This is an optimization exercise on Yosys and OpenROAD, whose aim is small area, not a production implementation. The RTL was checked by simulation tests, not by an equivalence proof against the original design. The clock port is modelled as an ideal driver; clocking choices that lean on that would not hold on a real chip. Power figures rest on the tool's default switching activity, not on a simulated workload.

==> module uart_rx, before the edit <==
module uart_rx
(
    input clock,
    input n_reset,
    input rx,
    output reg [2:0] rx_class,
    output wire rx_ready
);
localparam [3:0] S_IDLE = 4'd12, S_R1 = 4'd14, S_START = 4'd8, S_DONE = 4'd11, S_B0 = 4'd4, S_B1 = 4'd0, S_B2 = 4'd5, S_B3 = 4'd3, S_B4 = 4'd7, S_B5 = 4'd1, S_B6 = 4'd6, S_B7 = 4'd2, S_B8 = 4'd13, S_B9 = 4'd9, S_IR = 4'd10, S_SR = 4'd15;
reg rx_sync_1;
reg [3:0] st;
reg [7:0] baud_counter;
wire [7:0] bc_true = baud_counter ^ 8'd85;
wire idle = (st == S_IDLE) || (st == S_IR) || (st == S_R1);
wire tick = (baud_counter == (8'd122 ^ 8'd85));
assign rx_ready = (st == S_IR) || (st == S_SR);
always @(posedge clock or negedge n_reset)
begin
    if (!n_reset)
      begin
        rx_sync_1 <= 1;
        st <= S_IDLE;
      end
    else
      begin
        rx_sync_1 <= rx;
        case (st)
            S_IDLE, S_IR: st <= rx_sync_1 ? S_IDLE : S_START;
            S_R1: st <= rx_sync_1 ? S_IR : S_SR;
            S_SR: st <= S_START;
            S_START: if (tick) st <= rx_sync_1 ? S_IDLE : S_B0;
            S_B0: if (tick) st <= S_B1;
            S_B1: if (tick) st <= S_B2;
            S_B2: if (tick) st <= S_B3;
            S_B3: if (tick) st <= S_B4;
            S_B4: if (tick) st <= S_B5;
            S_B5: if (tick) st <= S_B6;
            S_B6: if (tick) st <= S_B7;
            S_B7: if (tick) st <= S_B8;
            S_B8: if (tick) st <= S_B9;
            S_B9: if (tick) st <= S_DONE;
            S_DONE: st <= S_R1;
            default: st <= S_IDLE;
        endcase
      end
end
always @(posedge clock)
begin
    if (idle)
        baud_counter <= 8'd152 ^ 8'd85;
    else if (tick)
        baud_counter <= 8'd158 ^ 8'd85;
    else
        baud_counter <= {bc_true[6:0], bc_true[7] ^ (bc_true[0] | bc_true[4])} ^ 8'd85;
end
wire b = rx_sync_1;
wire mis = ((st == S_B3 || st == S_B4 || st == S_B5 || st == S_B7) && b) || (st == S_B6 && (b != rx_class[2]));
always @(posedge clock)
begin
    if (tick)
      begin
        if (st == S_B0) rx_class[0] <= b;
        else if (mis) rx_class[0] <= 1'b1;
        if (st == S_B1) rx_class[1] <= b;
        if (st == S_B2) rx_class[2] <= b ^ (rx_class[1] | rx_class[0]);
        else if (mis) rx_class[2] <= 1'b0;
      end
end
endmodule
==> module uart_tx, before the edit <==
module uart_tx
(
    input clock,
    input n_reset,
    input send,
    input send_r,
    output reg tx,
    output wire tx_busy
);
localparam [3:0] T_IDLE = 4'd10, T_PEND = 4'd14, T_DONE = 4'd11, T_B0 = 4'd0, T_B1 = 4'd13, T_B2 = 4'd9, T_B3 = 4'd5, T_B4 = 4'd4, T_B5 = 4'd12, T_B6 = 4'd6, T_B7 = 4'd8, T_B8 = 4'd7, T_B9 = 4'd2, T_B10 = 4'd1;
reg [3:0] idx;
reg [7:0] baud_counter;
wire [7:0] bc_true = baud_counter ^ 8'd85;
reg is_r;
wire tick = (baud_counter == (8'd110 ^ 8'd85));
wire free = (idx == T_IDLE) || (idx == T_DONE);
assign tx_busy = !(idx == T_IDLE || idx == T_PEND);
always @(*)
    case (idx)
        T_B1, T_B5, T_B7, T_B9: tx = 1'b0;
        T_B2, T_B4: tx = !is_r;
        T_B3, T_B6: tx = is_r;
        default: tx = 1'b1;
    endcase
always @(posedge clock or negedge n_reset)
begin
    if (!n_reset)
        idx <= T_IDLE;
    else
        case (idx)
            T_IDLE, T_DONE: idx <= send ? T_PEND : T_IDLE;
            T_PEND: idx <= T_B0;
            T_B0: if (tick) idx <= T_B1;
            T_B1: if (tick) idx <= T_B2;
            T_B2: if (tick) idx <= T_B3;
            T_B3: if (tick) idx <= T_B4;
            T_B4: if (tick) idx <= T_B5;
            T_B5: if (tick) idx <= T_B6;
            T_B6: if (tick) idx <= T_B7;
            T_B7: if (tick) idx <= T_B8;
            T_B8: if (tick) idx <= T_B9;
            T_B9: if (tick) idx <= T_B10;
            T_B10: if (tick) idx <= T_DONE;
            default: idx <= T_IDLE;
        endcase
end
always @(posedge clock)
begin
    if (idx == T_PEND || tick)
        baud_counter <= 8'd82 ^ 8'd85;
    else
        baud_counter <= {bc_true[6:0], bc_true[7] ^ (bc_true[2] | bc_true[3])} ^ 8'd85;
end
always @(posedge clock)
begin
    if (free && send)
        is_r <= send_r;
end
endmodule
==> module out_trigger, before the edit <==
module out_trigger
(
    input clock,
    input n_reset,
    input new_pattern_in,
    input [1:0] pulse_rate,    
    output wire [5:0] led
);
reg [1:0] phase;
reg [18:0] cnt;
wire [18:0] ct = cnt ^ 19'd349525;
wire pulse = phase[1] && !phase[0];
wire done = (((cnt ^ 19'd349525) ^ 19'd309397) & 19'd524141) == 19'd0;
reg [18:0] seed;
always @(*)
    case (pulse_rate)
        2'b01: seed = 19'd505606;    
        2'b10: seed = 19'd497510;    
        2'b11: seed = 19'd506630;    
        default: seed = 19'd374630;  
    endcase
assign led = {5'b11111, !pulse};
always @(posedge clock or negedge n_reset)
begin
    if (!n_reset)
        phase <= 2'b00;
    else
      begin
        phase[0] <= !phase[1] && (phase[0] || new_pattern_in);
        phase[1] <= phase[0] || (phase[1] && !done);
      end
end
always @(posedge clock)
begin
    if (!pulse)
        cnt <= seed ^ 19'd349525;
    else
        cnt <= {ct[17:0], ct[18] ^ (ct[13] | ct[17])} ^ 19'd349525;
end
endmodule
export LEC_CHECK = 0
export CAP_MARGIN = 20
export CORE_MARGIN = 2
export CORE_UTILIZATION = 40
export SLEW_MARGIN = 20
create_clock -name core_clock -period 10.0 [get_ports {sys_clk}]
standard.sh (not shown) runs the stock make flow with config.mk's settings and CLKGATE_MAP_FILE= SYNTH_SCRIPT=/design/flow/synth_recipe.tcl, a recipe that flattens the netlist after the stock synthesis.
==> flow/flow/run.sh <==
#!/bin/bash
# ORFS layout with four changes from the standard one:
#  - synthesis is ORFS's own script, run unchanged except that abc maps with an
#    area-oriented script (abc_area_iter.script) in place of ORFS's delay-oriented one;
#    the flip-flops are mapped before abc, so they are the standard synthesis's;
#  - ports are buffered with the smallest buffer (buf_1);
#  - the constant outputs share one tie cell (SKIP_REPAIR_TIE_FANOUT) instead of one each;
#  - the clock is buffered by hand (pre_cts.tcl: a few clkbuf_8, each feeding a group of
#    nearby registers) in place of TritonCTS's H-tree with its dummy loads.
# Each tool's output goes to a log file in this folder (and ORFS's own logs under orfs/logs).
set -euo pipefail
here=$(pwd)

# a copy of ORFS's scripts whose synthesis takes the abc script from ABC_SCRIPT_OVERRIDE
rm -rf "$here/orfs_scripts"
cp -r "$FLOW_HOME/scripts" "$here/orfs_scripts"
python3 - "$here/orfs_scripts/synth_preamble.tcl" <<'PY'
import sys
f = sys.argv[1]
s = open(f).read()
old = "set abc_args [list -script $abc_script"
assert old in s
s = s.replace(old, "if { [info exists ::env(ABC_SCRIPT_OVERRIDE)] } { set abc_script $::env(ABC_SCRIPT_OVERRIDE) }\n" + old, 1)
open(f, "w").write(s)
PY
export ABC_SCRIPT_OVERRIDE="$here/flow/abc_area_iter.script"

# synthesis: the make call of standard.sh, with the scripts copy
sed -e "s#make -C \([^ ]*\) #make -C \1 SCRIPTS_DIR=$here/orfs_scripts #" standard.sh > "$here/synth_only.sh"
grep -q "SCRIPTS_DIR=$here/orfs_scripts" "$here/synth_only.sh"
bash "$here/synth_only.sh" synth > "$here/synth.log" 2>&1
unset ABC_SCRIPT_OVERRIDE

# the rest of the layout with the standard scripts
export SKIP_REPAIR_TIE_FANOUT=1
export BUFFER_PORTS_ARGS="-buffer_cell sky130_fd_sc_hd__buf_1"
export MANUAL_CLK_BUF=sky130_fd_sc_hd__clkbuf_8
export MANUAL_CLK_N=3
export PRE_CTS_TCL="$here/flow/pre_cts.tcl"
bash standard.sh > "$here/standard.log" 2>&1
Other scripts of this flow, unchanged in this note and not shown: flow/flow/abc_area_iter.script, flow/flow/pre_cts.tcl
Edit:
--- a/flow/design.v
+++ b/flow/design.v
@@ -10,11 +10,11 @@
 reg rx_sync_1;
 reg [3:0] st;
 reg [7:0] baud_counter;
 wire [7:0] bc_true = baud_counter ^ 8'd85;
 wire idle = (st == S_IDLE) || (st == S_IR) || (st == S_R1);
-wire tick = (baud_counter == (8'd122 ^ 8'd85));
+wire tick = (baud_counter == (8'd255 ^ 8'd85));
 assign rx_ready = (st == S_IR) || (st == S_SR);
 always @(posedge clock or negedge n_reset)
 begin
     if (!n_reset)
       begin
@@ -45,13 +45,13 @@
       end
 end
 always @(posedge clock)
 begin
     if (idle)
-        baud_counter <= 8'd152 ^ 8'd85;
+        baud_counter <= 8'd28 ^ 8'd85;
     else if (tick)
-        baud_counter <= 8'd158 ^ 8'd85;
+        baud_counter <= 8'd139 ^ 8'd85;
     else
         baud_counter <= {bc_true[6:0], bc_true[7] ^ (bc_true[0] | bc_true[4])} ^ 8'd85;
 end
 wire b = rx_sync_1;
 wire mis = ((st == S_B3 || st == S_B4 || st == S_B5 || st == S_B7) && b) || (st == S_B6 && (b != rx_class[2]));
@@ -79,11 +79,11 @@
 localparam [3:0] T_IDLE = 4'd10, T_PEND = 4'd14, T_DONE = 4'd11, T_B0 = 4'd0, T_B1 = 4'd13, T_B2 = 4'd9, T_B3 = 4'd5, T_B4 = 4'd4, T_B5 = 4'd12, T_B6 = 4'd6, T_B7 = 4'd8, T_B8 = 4'd7, T_B9 = 4'd2, T_B10 = 4'd1;
 reg [3:0] idx;
 reg [7:0] baud_counter;
 wire [7:0] bc_true = baud_counter ^ 8'd85;
 reg is_r;
-wire tick = (baud_counter == (8'd110 ^ 8'd85));
+wire tick = (baud_counter == (8'd49 ^ 8'd85));
 wire free = (idx == T_IDLE) || (idx == T_DONE);
 assign tx_busy = !(idx == T_IDLE || idx == T_PEND);
 always @(*)
     case (idx)
         T_B1, T_B5, T_B7, T_B9: tx = 1'b0;
@@ -114,13 +114,13 @@
         endcase
 end
 always @(posedge clock)
 begin
     if (idx == T_PEND || tick)
-        baud_counter <= 8'd82 ^ 8'd85;
-    else
-        baud_counter <= {bc_true[6:0], bc_true[7] ^ (bc_true[2] | bc_true[3])} ^ 8'd85;
+        baud_counter <= 8'd234 ^ 8'd85;
+    else
+        baud_counter <= {bc_true[6:0], bc_true[7] ^ (bc_true[2] | bc_true[6])} ^ 8'd85;
 end
 always @(posedge clock)
 begin
     if (free && send)
         is_r <= send_r;
@@ -136,18 +136,18 @@
 );
 reg [1:0] phase;
 reg [18:0] cnt;
 wire [18:0] ct = cnt ^ 19'd349525;
 wire pulse = phase[1] && !phase[0];
-wire done = (((cnt ^ 19'd349525) ^ 19'd309397) & 19'd524141) == 19'd0;
+wire done = (((cnt ^ 19'd349525) ^ 19'd519737) & 19'd507519) == 19'd0;
 reg [18:0] seed;
 always @(*)
     case (pulse_rate)
-        2'b01: seed = 19'd505606;    
-        2'b10: seed = 19'd497510;    
-        2'b11: seed = 19'd506630;    
-        default: seed = 19'd374630;  
+        2'b01: seed = 19'd489474;    
+        2'b10: seed = 19'd352346;    
+        2'b11: seed = 19'd354882;    
+        default: seed = 19'd356442;  
     endcase
 assign led = {5'b11111, !pulse};
 always @(posedge clock or negedge n_reset)
 begin
     if (!n_reset)
@@ -161,11 +161,11 @@
 always @(posedge clock)
 begin
     if (!pulse)
         cnt <= seed ^ 19'd349525;
     else
-        cnt <= {ct[17:0], ct[18] ^ (ct[13] | ct[17])} ^ 19'd349525;
+        cnt <= {ct[17:0], ct[18] ^ (ct[16] & ct[17])} ^ 19'd349525;
 end
 endmodule
 module top #(parameter  BAUDRATE =  115200,
                         CLOCK_FREQ = 27000000)
 (
The changed run ran to the end with no violations.
Die area stays flat.
Worst setup slack is worse by 0.20 ns.
Cell area hardly moves.
Critical path depth stays the same.
Sequential cell count is unchanged.
Synthesized cell count goes up by 1.0%.
Sequential power stays flat.

## afterwards: timing with drivers on the ports
The flow's constraints put no driver on any port. The routed layouts listed below were extracted and timed again, unchanged, in two steps.
Step 1 (the two cells are an assumption about what drives the block):
set clk [get_ports {sys_clk}]
set_driving_cell -lib_cell sky130_fd_sc_hd__clkbuf_16 $clk
set_driving_cell -lib_cell sky130_fd_sc_hd__buf_2 [delete_from_list [all_inputs] $clk]
Step 2, shift: input delay + t, output delay - t, t = (earliest + latest rising clock arrival at the registers) / 2. This alone moves slack from input paths to output paths.
Slacks: ideal ports / drivers / drivers and shift; pairs: ideal ports / drivers.
run	t, ns	setup slack, ns	hold WS [ns]	clock arrival spread, ns	pins driven straight from the clock port
the first run	0.208	6.322 / 6.271 / 6.479	0.385 / 0.385 / 0.385	0.005 / 0.004	3
the second run	0.199	6.126 / 6.084 / 6.283	0.382 / 0.382 / 0.382	0.004 / 0.003	3
After both steps every run listed still meets setup and hold.
